Background: an optimization exercise with open tools, aiming at small area, a short achievable clock period and few clock cycles per item. Do not read the settings as production practice. Only simulation tests tie the RTL to the original design; equivalence was not proved. No activity file was given, so power comes from the tool's default toggle rates.

$ cat flow/config.mk
export PLATFORM = sky130hd
export DESIGN_NAME = keccak
export DESIGN_NICKNAME = keccak
export VERILOG_FILES = /design/flow/design.v
export SDC_FILE = /design/flow/constraint.sdc
export NUM_CORES = 4
export LEC_CHECK = 0
export CAP_MARGIN = 30
export CORE_MARGIN = 2
export CORE_UTILIZATION = 25
export GPL_ROUTABILITY_DRIVEN = 1
export PLACE_DENSITY = 0.35
export SLEW_MARGIN = 40
$ cat flow/constraint.sdc
create_clock -name core_clock -period 9.0 [get_ports {clk}]
set_input_delay 1.8000 -clock core_clock [delete_from_list [all_inputs] [get_ports {clk}]]
set_output_delay 1.8000 -clock core_clock [all_outputs]
set_load 0.01 [all_outputs]
$ cat flow/design.v
module padder1(in, byte_num, out);
    input      [63:0] in;
    input      [2:0]  byte_num;
    output reg [63:0] out;
    always @ (*)
      case (byte_num)
        0: out =             64'h0100000000000000;
        1: out = {in[63:56], 56'h01000000000000};
        2: out = {in[63:48], 48'h010000000000};
        3: out = {in[63:40], 40'h0100000000};
        4: out = {in[63:32], 32'h01000000};
        5: out = {in[63:24], 24'h010000};
        6: out = {in[63:16], 16'h0100};
        7: out = {in[63:8],   8'h01};
      endcase
endmodule
module padder(clk, reset, in, in_ready, is_last, byte_num, buffer_full, out, out_ready, f_ack);
    input              clk, reset;
    input      [63:0]  in;
    input              in_ready, is_last;
    input      [2:0]   byte_num;
    output             buffer_full;  
    output reg [575:0] out;          
    output             out_ready;    
    input              f_ack;        
    reg                state;       
    reg                done;         
    reg        [8:0]   i;            
    wire       [63:0]  v0;           
    reg        [63:0]  v1;           
    wire               accept,       
                       update;
    assign buffer_full = i[8];
    assign out_ready = buffer_full;
    assign accept = (~ state) & in_ready & (~ buffer_full);  
    assign update = (accept | (state & (~ buffer_full))) & (~ done);  
    always @ (posedge clk)
      if (reset)
        out <= 0;
      else if (update)
        out <= {out[575-64:0], v1};
    always @ (posedge clk)
      if (reset)
        i <= 0;
      else if (f_ack | update)
        i <= {i[7:0], 1'b1} & {9{~ f_ack}};
    always @ (posedge clk)
      if (reset)
        state <= 0;
      else if (is_last)
        state <= 1;
    always @ (posedge clk)
      if (reset)
        done <= 0;
      else if (state & out_ready)
        done <= 1;
    padder1 p0 (in, byte_num, v0);
    always @ (*)
      begin
        if (state)
          begin
            v1 = 0;
            v1[7] = v1[7] | i[7];  
          end
        else if (is_last == 0)
          v1 = in;
        else
          begin
            v1 = v0;
            v1[7] = v1[7] | i[7];
          end
      end
endmodule
module rconst2in1(i, rc1, rc2);
    input  [11:0] i;
    output [63:0] rc1, rc2;
    reg    [63:0] rc1, rc2;
    always @ (i)
      begin
        rc1 = 0;
        rc1[0] = i[0] | i[2] | i[3] | i[5] | i[6] | i[7] | i[10] | i[11];
        rc1[1] = i[1] | i[2] | i[4] | i[6] | i[8] | i[9];
        rc1[3] = i[1] | i[2] | i[4] | i[5] | i[6] | i[7] | i[9];
        rc1[7] = i[1] | i[2] | i[3] | i[4] | i[6] | i[7] | i[10];
        rc1[15] = i[1] | i[2] | i[3] | i[5] | i[6] | i[7] | i[8] | i[9] | i[10];
        rc1[31] = i[3] | i[5] | i[6] | i[10] | i[11];
        rc1[63] = i[1] | i[3] | i[7] | i[8] | i[10];
      end
    always @ (i)
      begin
        rc2 = 0;
        rc2[0] = i[2] | i[3] | i[6] | i[7];
        rc2[1] = i[0] | i[5] | i[6] | i[7] | i[9];
        rc2[3] = i[3] | i[4] | i[5] | i[6] | i[9] | i[11];
        rc2[7] = i[0] | i[4] | i[6] | i[8] | i[10];
        rc2[15] = i[0] | i[1] | i[3] | i[7] | i[10] | i[11];
        rc2[31] = i[1] | i[2] | i[5] | i[9] | i[11];
        rc2[63] = i[1] | i[3] | i[6] | i[7] | i[8] | i[9] | i[10] | i[11];
      end
endmodule
module round2in1(in, round_const_1, round_const_2, out);
    input  [1599:0] in;
    input  [63:0]   round_const_1, round_const_2;
    output [1599:0] out;
    wire   [63:0]   a[4:0][4:0];
    wire   [63:0]   b[4:0];
    wire   [63:0]   c[4:0][4:0], d[4:0][4:0], e[4:0][4:0], f[4:0][4:0], g[4:0][4:0];
    wire   [63:0]   bb[4:0];
    wire   [63:0]   cc[4:0][4:0], dd[4:0][4:0], ee[4:0][4:0], ff[4:0][4:0], gg[4:0][4:0];
    genvar x, y;
    generate
      for(y=0; y<5; y=y+1)
        begin : L0
          for(x=0; x<5; x=x+1)
            begin : L1
              assign a[x][y] = in[1599 - 64*(5*y+x) : 1599 - 64*(5*y+x) - 63];
            end
        end
    endgenerate
    generate
      for(x=0; x<5; x=x+1)
        begin : L2
          assign b[x] = a[x][0] ^ a[x][1] ^ a[x][2] ^ a[x][3] ^ a[x][4];
        end
    endgenerate
    generate
      for(y=0; y<5; y=y+1)
        begin : L3
          for(x=0; x<5; x=x+1)
            begin : L4
              assign c[x][y] = a[x][y] ^ b[(x == 0 ? 4 : x - 1)] ^ {b[(x == 4 ? 0 : x + 1)][62:0], b[(x == 4 ? 0 : x + 1)][63]};
            end
        end
    endgenerate
    assign d[0][0] = c[0][0];
    assign d[1][0] = {c[1][0][62:0], c[1][0][63]};
    assign d[2][0] = {c[2][0][63-62:0], c[2][0][63:63-62+1]};
    assign d[3][0] = {c[3][0][63-28:0], c[3][0][63:63-28+1]};
    assign d[4][0] = {c[4][0][63-27:0], c[4][0][63:63-27+1]};
    assign d[0][1] = {c[0][1][63-36:0], c[0][1][63:63-36+1]};
    assign d[1][1] = {c[1][1][63-44:0], c[1][1][63:63-44+1]};
    assign d[2][1] = {c[2][1][63-6:0], c[2][1][63:63-6+1]};
    assign d[3][1] = {c[3][1][63-55:0], c[3][1][63:63-55+1]};
    assign d[4][1] = {c[4][1][63-20:0], c[4][1][63:63-20+1]};
    assign d[0][2] = {c[0][2][63-3:0], c[0][2][63:63-3+1]};
    assign d[1][2] = {c[1][2][63-10:0], c[1][2][63:63-10+1]};
    assign d[2][2] = {c[2][2][63-43:0], c[2][2][63:63-43+1]};
    assign d[3][2] = {c[3][2][63-25:0], c[3][2][63:63-25+1]};
    assign d[4][2] = {c[4][2][63-39:0], c[4][2][63:63-39+1]};
    assign d[0][3] = {c[0][3][63-41:0], c[0][3][63:63-41+1]};
    assign d[1][3] = {c[1][3][63-45:0], c[1][3][63:63-45+1]};
    assign d[2][3] = {c[2][3][63-15:0], c[2][3][63:63-15+1]};
    assign d[3][3] = {c[3][3][63-21:0], c[3][3][63:63-21+1]};
    assign d[4][3] = {c[4][3][63-8:0], c[4][3][63:63-8+1]};
    assign d[0][4] = {c[0][4][63-18:0], c[0][4][63:63-18+1]};
    assign d[1][4] = {c[1][4][63-2:0], c[1][4][63:63-2+1]};
    assign d[2][4] = {c[2][4][63-61:0], c[2][4][63:63-61+1]};
    assign d[3][4] = {c[3][4][63-56:0], c[3][4][63:63-56+1]};
    assign d[4][4] = {c[4][4][63-14:0], c[4][4][63:63-14+1]};
    assign e[0][0] = d[0][0];
    assign e[0][2] = d[1][0];
    assign e[0][4] = d[2][0];
    assign e[0][1] = d[3][0];
    assign e[0][3] = d[4][0];
    assign e[1][3] = d[0][1];
    assign e[1][0] = d[1][1];
    assign e[1][2] = d[2][1];
    assign e[1][4] = d[3][1];
    assign e[1][1] = d[4][1];
    assign e[2][1] = d[0][2];
    assign e[2][3] = d[1][2];
    assign e[2][0] = d[2][2];
    assign e[2][2] = d[3][2];
    assign e[2][4] = d[4][2];
    assign e[3][4] = d[0][3];
    assign e[3][1] = d[1][3];
    assign e[3][3] = d[2][3];
    assign e[3][0] = d[3][3];
    assign e[3][2] = d[4][3];
    assign e[4][2] = d[0][4];
    assign e[4][4] = d[1][4];
    assign e[4][1] = d[2][4];
    assign e[4][3] = d[3][4];
    assign e[4][0] = d[4][4];
    generate
      for(y=0; y<5; y=y+1)
        begin : L5
          for(x=0; x<5; x=x+1)
            begin : L6
              assign f[x][y] = e[x][y] ^ ((~ e[(x == 4 ? 0 : x + 1)][y]) & e[(x == 3 ? 0 : x == 4 ? 1 : x + 2)][y]);
            end
        end
    endgenerate
    generate
      for(x=0; x<64; x=x+1)
        begin : L60
          if(x==0 || x==1 || x==3 || x==7 || x==15 || x==31 || x==63)
            assign g[0][0][x] = f[0][0][x] ^ round_const_1[x];
          else
            assign g[0][0][x] = f[0][0][x];
        end
    endgenerate
    generate
      for(y=0; y<5; y=y+1)
        begin : L7
          for(x=0; x<5; x=x+1)
            begin : L8
              if(x!=0 || y!=0)
                assign g[x][y] = f[x][y];
            end
        end
    endgenerate
    generate
      for(x=0; x<5; x=x+1)
        begin : L12
          assign bb[x] = g[x][0] ^ g[x][1] ^ g[x][2] ^ g[x][3] ^ g[x][4];
        end
    endgenerate
    generate
      for(y=0; y<5; y=y+1)
        begin : L13
          for(x=0; x<5; x=x+1)
            begin : L14
              assign cc[x][y] = g[x][y] ^ bb[(x == 0 ? 4 : x - 1)] ^ {bb[(x == 4 ? 0 : x + 1)][62:0], bb[(x == 4 ? 0 : x + 1)][63]};
            end
        end
    endgenerate
    assign dd[0][0] = cc[0][0];
    assign dd[1][0] = {cc[1][0][62:0], cc[1][0][63]};
    assign dd[2][0] = {cc[2][0][63-62:0], cc[2][0][63:63-62+1]};
    assign dd[3][0] = {cc[3][0][63-28:0], cc[3][0][63:63-28+1]};
    assign dd[4][0] = {cc[4][0][63-27:0], cc[4][0][63:63-27+1]};
    assign dd[0][1] = {cc[0][1][63-36:0], cc[0][1][63:63-36+1]};
    assign dd[1][1] = {cc[1][1][63-44:0], cc[1][1][63:63-44+1]};
    assign dd[2][1] = {cc[2][1][63-6:0], cc[2][1][63:63-6+1]};
    assign dd[3][1] = {cc[3][1][63-55:0], cc[3][1][63:63-55+1]};
    assign dd[4][1] = {cc[4][1][63-20:0], cc[4][1][63:63-20+1]};
    assign dd[0][2] = {cc[0][2][63-3:0], cc[0][2][63:63-3+1]};
    assign dd[1][2] = {cc[1][2][63-10:0], cc[1][2][63:63-10+1]};
    assign dd[2][2] = {cc[2][2][63-43:0], cc[2][2][63:63-43+1]};
    assign dd[3][2] = {cc[3][2][63-25:0], cc[3][2][63:63-25+1]};
    assign dd[4][2] = {cc[4][2][63-39:0], cc[4][2][63:63-39+1]};
    assign dd[0][3] = {cc[0][3][63-41:0], cc[0][3][63:63-41+1]};
    assign dd[1][3] = {cc[1][3][63-45:0], cc[1][3][63:63-45+1]};
    assign dd[2][3] = {cc[2][3][63-15:0], cc[2][3][63:63-15+1]};
    assign dd[3][3] = {cc[3][3][63-21:0], cc[3][3][63:63-21+1]};
    assign dd[4][3] = {cc[4][3][63-8:0], cc[4][3][63:63-8+1]};
    assign dd[0][4] = {cc[0][4][63-18:0], cc[0][4][63:63-18+1]};
    assign dd[1][4] = {cc[1][4][63-2:0], cc[1][4][63:63-2+1]};
    assign dd[2][4] = {cc[2][4][63-61:0], cc[2][4][63:63-61+1]};
    assign dd[3][4] = {cc[3][4][63-56:0], cc[3][4][63:63-56+1]};
    assign dd[4][4] = {cc[4][4][63-14:0], cc[4][4][63:63-14+1]};
    assign ee[0][0] = dd[0][0];
    assign ee[0][2] = dd[1][0];
    assign ee[0][4] = dd[2][0];
    assign ee[0][1] = dd[3][0];
    assign ee[0][3] = dd[4][0];
    assign ee[1][3] = dd[0][1];
    assign ee[1][0] = dd[1][1];
    assign ee[1][2] = dd[2][1];
    assign ee[1][4] = dd[3][1];
    assign ee[1][1] = dd[4][1];
    assign ee[2][1] = dd[0][2];
    assign ee[2][3] = dd[1][2];
    assign ee[2][0] = dd[2][2];
    assign ee[2][2] = dd[3][2];
    assign ee[2][4] = dd[4][2];
    assign ee[3][4] = dd[0][3];
    assign ee[3][1] = dd[1][3];
    assign ee[3][3] = dd[2][3];
    assign ee[3][0] = dd[3][3];
    assign ee[3][2] = dd[4][3];
    assign ee[4][2] = dd[0][4];
    assign ee[4][4] = dd[1][4];
    assign ee[4][1] = dd[2][4];
    assign ee[4][3] = dd[3][4];
    assign ee[4][0] = dd[4][4];
    generate
      for(y=0; y<5; y=y+1)
        begin : L15
          for(x=0; x<5; x=x+1)
            begin : L16
              assign ff[x][y] = ee[x][y] ^ ((~ ee[(x == 4 ? 0 : x + 1)][y]) & ee[(x == 3 ? 0 : x == 4 ? 1 : x + 2)][y]);
            end
        end
    endgenerate
    generate
      for(x=0; x<64; x=x+1)
        begin : L160
          if(x==0 || x==1 || x==3 || x==7 || x==15 || x==31 || x==63)
            assign gg[0][0][x] = ff[0][0][x] ^ round_const_2[x];
          else
            assign gg[0][0][x] = ff[0][0][x];
        end
    endgenerate
    generate
      for(y=0; y<5; y=y+1)
        begin : L17
          for(x=0; x<5; x=x+1)
            begin : L18
              if(x!=0 || y!=0)
                assign gg[x][y] = ff[x][y];
            end
        end
    endgenerate
    generate
      for(y=0; y<5; y=y+1)
        begin : L99
          for(x=0; x<5; x=x+1)
            begin : L100
              assign out[1599 - 64*(5*y+x) : 1599 - 64*(5*y+x) - 63] = gg[x][y];
            end
        end
    endgenerate
endmodule
module f_permutation(clk, reset, in, in_ready, ack, out, out_ready);
    input               clk, reset;
    input      [575:0]  in;
    input               in_ready;
    output              ack;
    output reg [1599:0] out;
    output reg          out_ready;
    reg        [10:0]   i;  
    wire       [1599:0] round_in, round_out;
    wire       [63:0]   rc1, rc2;
    wire                update;
    wire                accept;
    reg                 calc;  
    assign accept = in_ready & (~ calc);  
    always @ (posedge clk)
      if (reset) i <= 0;
      else       i <= {i[9:0], accept};
    always @ (posedge clk)
      if (reset) calc <= 0;
      else       calc <= (calc & (~ i[10])) | accept;
    assign update = calc | accept;
    assign ack = accept;
    always @ (posedge clk)
      if (reset)
        out_ready <= 0;
      else if (accept)
        out_ready <= 0;
      else if (i[10])  
        out_ready <= 1;
    assign round_in = accept ? {in ^ out[1599:1599-575], out[1599-576:0]} : out;
    rconst2in1
      rconst_ ({i, accept}, rc1, rc2);
    round2in1
      round_ (round_in, rc1, rc2, round_out);
    always @ (posedge clk)
      if (reset)
        out <= 0;
      else if (update)
        out <= round_out;
endmodule
module keccak(clk, reset, in, in_ready, is_last, byte_num, buffer_full, out, out_ready);
    input              clk, reset;
    input      [63:0]  in;
    input              in_ready, is_last;
    input      [2:0]   byte_num;
    output             buffer_full;  
    output     [511:0] out;
    output reg         out_ready;
    reg                state;     
    wire       [575:0] padder_out,
                       padder_out_1;  
    wire               padder_out_ready;
    wire               f_ack;
    wire      [1599:0] f_out;
    wire               f_out_ready;
    wire       [511:0] out1;       
    reg        [10:0]  i;          
    genvar w, b;
    assign out1 = f_out[1599:1599-511];
    always @ (posedge clk)
      if (reset)
        i <= 0;
      else
        i <= {i[9:0], state & f_ack};
    always @ (posedge clk)
      if (reset)
        state <= 0;
      else if (is_last)
        state <= 1;
    generate
      for(w=0; w<8; w=w+1)
        begin : L0
          for(b=0; b<8; b=b+1)
            begin : L1
              assign out[(((w)*64 + (b)*8) + 7):((w)*64 + (b)*8)] = out1[(((w)*64 + (7-b)*8) + 7):((w)*64 + (7-b)*8)];
            end
        end
    endgenerate
    generate
      for(w=0; w<9; w=w+1)
        begin : L2
          for(b=0; b<8; b=b+1)
            begin : L3
              assign padder_out[(((w)*64 + (b)*8) + 7):((w)*64 + (b)*8)] = padder_out_1[(((w)*64 + (7-b)*8) + 7):((w)*64 + (7-b)*8)];
            end
        end
    endgenerate
    always @ (posedge clk)
      if (reset)
        out_ready <= 0;
      else if (i[10])
        out_ready <= 1;
    padder
      padder_ (clk, reset, in, in_ready, is_last, byte_num, buffer_full, padder_out_1, padder_out_ready, f_ack);
    f_permutation
      f_permutation_ (clk, reset, padder_out, padder_out_ready, f_ack, f_out, f_out_ready);
endmodule
$ cat flow/run.sh
#!/bin/bash
# synth_recipe.tcl (not shown) runs the flow's synth.tcl, then flattens the netlist and writes it again
# the make line also repeats each setting of config.mk as NAME=value (left out here)
make -C /OpenROAD-flow-scripts/flow DESIGN_CONFIG=/design/flow/config.mk WORK_HOME=/design/flow/orfs CLKGATE_MAP_FILE= SYNTH_SCRIPT=/design/flow/synth_recipe.tcl finish
==> run summary <==
clock sink total: 2211
pre-CTS setup slack: 1510 ps
initial DRC count: 37400
CTS Hold Bufs: 0
Max Freq: 123 MHz
Seq cells post-synth: 2211
IO Count: 585
Final min period: 8140 ps
Die Span Y: 983 um
dominant cell type by area after synthesis: xnor3_1
setup bufs post-CTS: 0
largest net degree at the start of global routing: 145
sum of negative setup slack: 0 ps
worst relative slew slack: 0.178
Core Util, Final: 0.303
initial antenna violation count: 478
WHS: 394 ps
Mapped Cells: 22800
CP endpoint kind: flip-flop
Comb pwr share: 0.292
CP Cell Sequence: buf_12, buf_12, nand3b_1, xor2_1, xnor3_1, buf_4, xnor3_1, xnor2_1, xnor3_1, xnor2_2, xnor3_1, xnor2_1, o21ai_0
initial core utilization: 0.251
crit path max fanout: 45
core area: 0.955 mm^2
Buf/Inv on CP: 3
Placer Congestion: 1.19
Placed Area: 0.276 mm^2
crit path from: f_permutation_.calc
gr usage total: 0.550
CTS clk-pin slew, worst paths: 60 ps
slowest CP cell: xnor3_1
layout cell share with drive strength beyond 1: 0.175
TritonCTS clock tree: done
Max Slew Vio Count: 0
DRT antenna net count: 0
Setup violations, final: 0
H-tree Lvls: 5
post-synthesis net count: 22900
drt first pass iters: 9
Post-synth top flop: dfxtp_1
Num CTS Buffers: 353
Synth warnings: 6
register share of total power: 0.274
Worst IR Drop VDD: 153 uV
most frequent cells in the layout: nand2_1, xnor2_1, xnor3_1
Buffers on Ports: 584
Leak: 133 nW
Die ar.: 0.966 mm^2
Critical Path Max Stage Delay: 910 ps
Netlist cell types: 72
worst hold path type: flip-flop to flip-flop
GRT overflow: 0
Root Buffer Master: clkbuf_16
Switching Fraction: 0.400
Syn Area/Cell: 10.5 um^2
total of max-cap violations: 0
RSZ-0062 raised after global routing: false
Hold Fails Final Rpt: 0
top post-synthesis cells by area: xnor3_1, dfxtp_1, xnor2_1
NetSw: 14.5 mW
Clock Path Buffers: 5
critical path class: flip-flop to flip-flop
worst r2r src: f_permutation_.calc
Worst Path Required: 9960 ps
area share of the largest cell type after synthesis: 0.318
Post-synth EDFFs: 0
clock skew: 145 ps
Row Count: 359
clock share of power: 0.435
CP startpoint kind: flip-flop
actual slew at the worst max-slew pin: 1230 ps
synthesized area: 0.240 mm^2
most common cell after layout, fill and taps aside: nand2_1
drt wl/cell: 72.8 um
Total Wirelength: 2750000 um
first-pass GRT wire length: 3140000 um
vias in the first global route: 179000
post-CTS sizing: 0
Worst Hold Launch: padder_.out[274]
register area share after synthesis: 0.185
CP most frequent cell: xnor3_1
Pwr per Cell Area: 125 mW/mm^2
fin area: 0.290 mm^2
clock latency on the worst-skew pair: 1170 ps
Top Family by Delay on Critical Path: XOR/XNOR gates
status: complete, no violations
Residual DRC: 0
Die X: 983 um
vias per inst: 5.72
nets@finish: 24400
crit share post-route: 0.905
via count: 216000
CP Data Arrival Time: 9100 ps
half-perimeter wire length after placement: 2470000 um
internal power consumption: 21.7 mW
Layout area overhead: 20.8%
fin worst setup slack: 858 ps
ys async rst share: 0
## path summary, 6_finish.rpt
check / end / slack (ps) / cells past startpoint
worst min-delay path: padder_.out[338] / 390 / 2
worst min register to register: padder_.out[338] / 390 / 2
worst max-delay path: f_permutation_.out[701] / 860 / 13
worst max register to register: f_permutation_.out[701] / 860 / 13
## layout make-up
cell class / count / area [um^2]
flip-flops and latches: 2211 / 44300
repair buffers: 2784 / 24600
diodes: 576 / 1440
multi-input cells: 19000 / 191000
clock inverters: 135 / 2030
fillers: 98400 / 666000
well taps: 12600 / 15800
clock buffers: 483 / 10100
inverters: 15 / 63.8
## sequential cells by signal, summed over array words and instances, names as in the netlist
name,count
f_permutation_.calc,1
f_permutation_.i,11
f_permutation_.out,1600
i,11
out_ready,1
padder_.done,1
padder_.i,9
padder_.out,576
padder_.state,1
## layer usage
layer,global-route usage,up-vias,share of wire
met5,0.0111,-,0.00098
met1,0.609,114000,0.36
met3,0.300,4565,0.13
li1,-,78900,-
met4,0.569,112,0.12
met2,0.716,18200,0.38
## power groups by stage
stage          registers, mW  logic, mW  clock network, mW
2_1_floorplan           10.1       3.38                  0
3_3_place_gp            10.1       9.70                  0
3_5_place_dp            10.1       9.69                  0
4_1_cts                 9.90       9.74               15.7
5_1_grt                 9.90       9.85               15.9
6_report                9.90       10.5               15.7
## kinds of logic after synthesis
| family | synth area share |
|---|---|
| AO/OA/AOI/OAI | 0.0570 |
| XOR/XNOR | 0.598 |
| buffers and inverters | 0.0370 |
| flip-flops | 0.185 |
| multiplexers | 0.000167 |
| AND/OR/NAND/NOR | 0.123 |
## through the flow
stage / power, mW / cells
2_1_floorplan: 13.4 / 22800
3_3_place_gp: 19.8 / 36600
3_5_place_dp: 19.8 / 36600
4_1_cts: 35.4 / 37200
5_1_grt: 35.7 / 37300
6_report: 36.2 / 37800
## cell usage after synthesis (17+ instances only)
cell,instances
o21ai_1,46
a311oi_1,55
buf_1,20
clkbuf_1,631
nor2_1,1776
xnor3_1,3386
nand2b_1,433
xnor3_2,22
buf_4,581
o21ai_0,1097
nand3_1,43
dfxtp_1,2211
a211oi_1,371
or3_1,57
a21oi_1,630
xnor2_1,3468
o22ai_1,59
and2_1,20
nand4_1,17
and3_1,25
xor2_1,2104
nand2_1,3601
buf_2,307
nand3b_1,170
xnor2_4,90
a22oi_1,50
buf_6,25
xnor2_2,97
nor2_2,21
nor3_1,51
xor2_2,52
xor3_1,517
nor2b_1,528
nor4_1,27
## worst min-delay path, cell delays in order (launching register included)
cell and delay [ps]:
dfxtp_1 350, nand2_1 70, a21oi_1 50
Testbench counts, summed over its fixed seeds: cycles 13,196, messages 320.

## what the ideal ports hide
No port has a modelled driver above. Below, the same layout with a new extraction and two added sets of constraints.
Step 1 assumes that a clkbuf_16 drives the clock port and a buf_2 every other input.
Step 2 times the ports against the registers' clock, not the clock port: input delays grow and output delays shrink by t, the midpoint of the rising clock arrivals with the driver on.
Slacks: no drivers / after step 1 / after step 2; pairs: no drivers / after step 1.
shift t [ns]: 1.298
slack for setup (ns): 0.858 / 0.858 / 0.858
hold slack, ns: 0.394 / 0.394 / 0.394
After both steps setup and hold are still met in this run. The setup slack of this run moves by 0.000 ns with the drivers and by 0.000 ns with both steps.
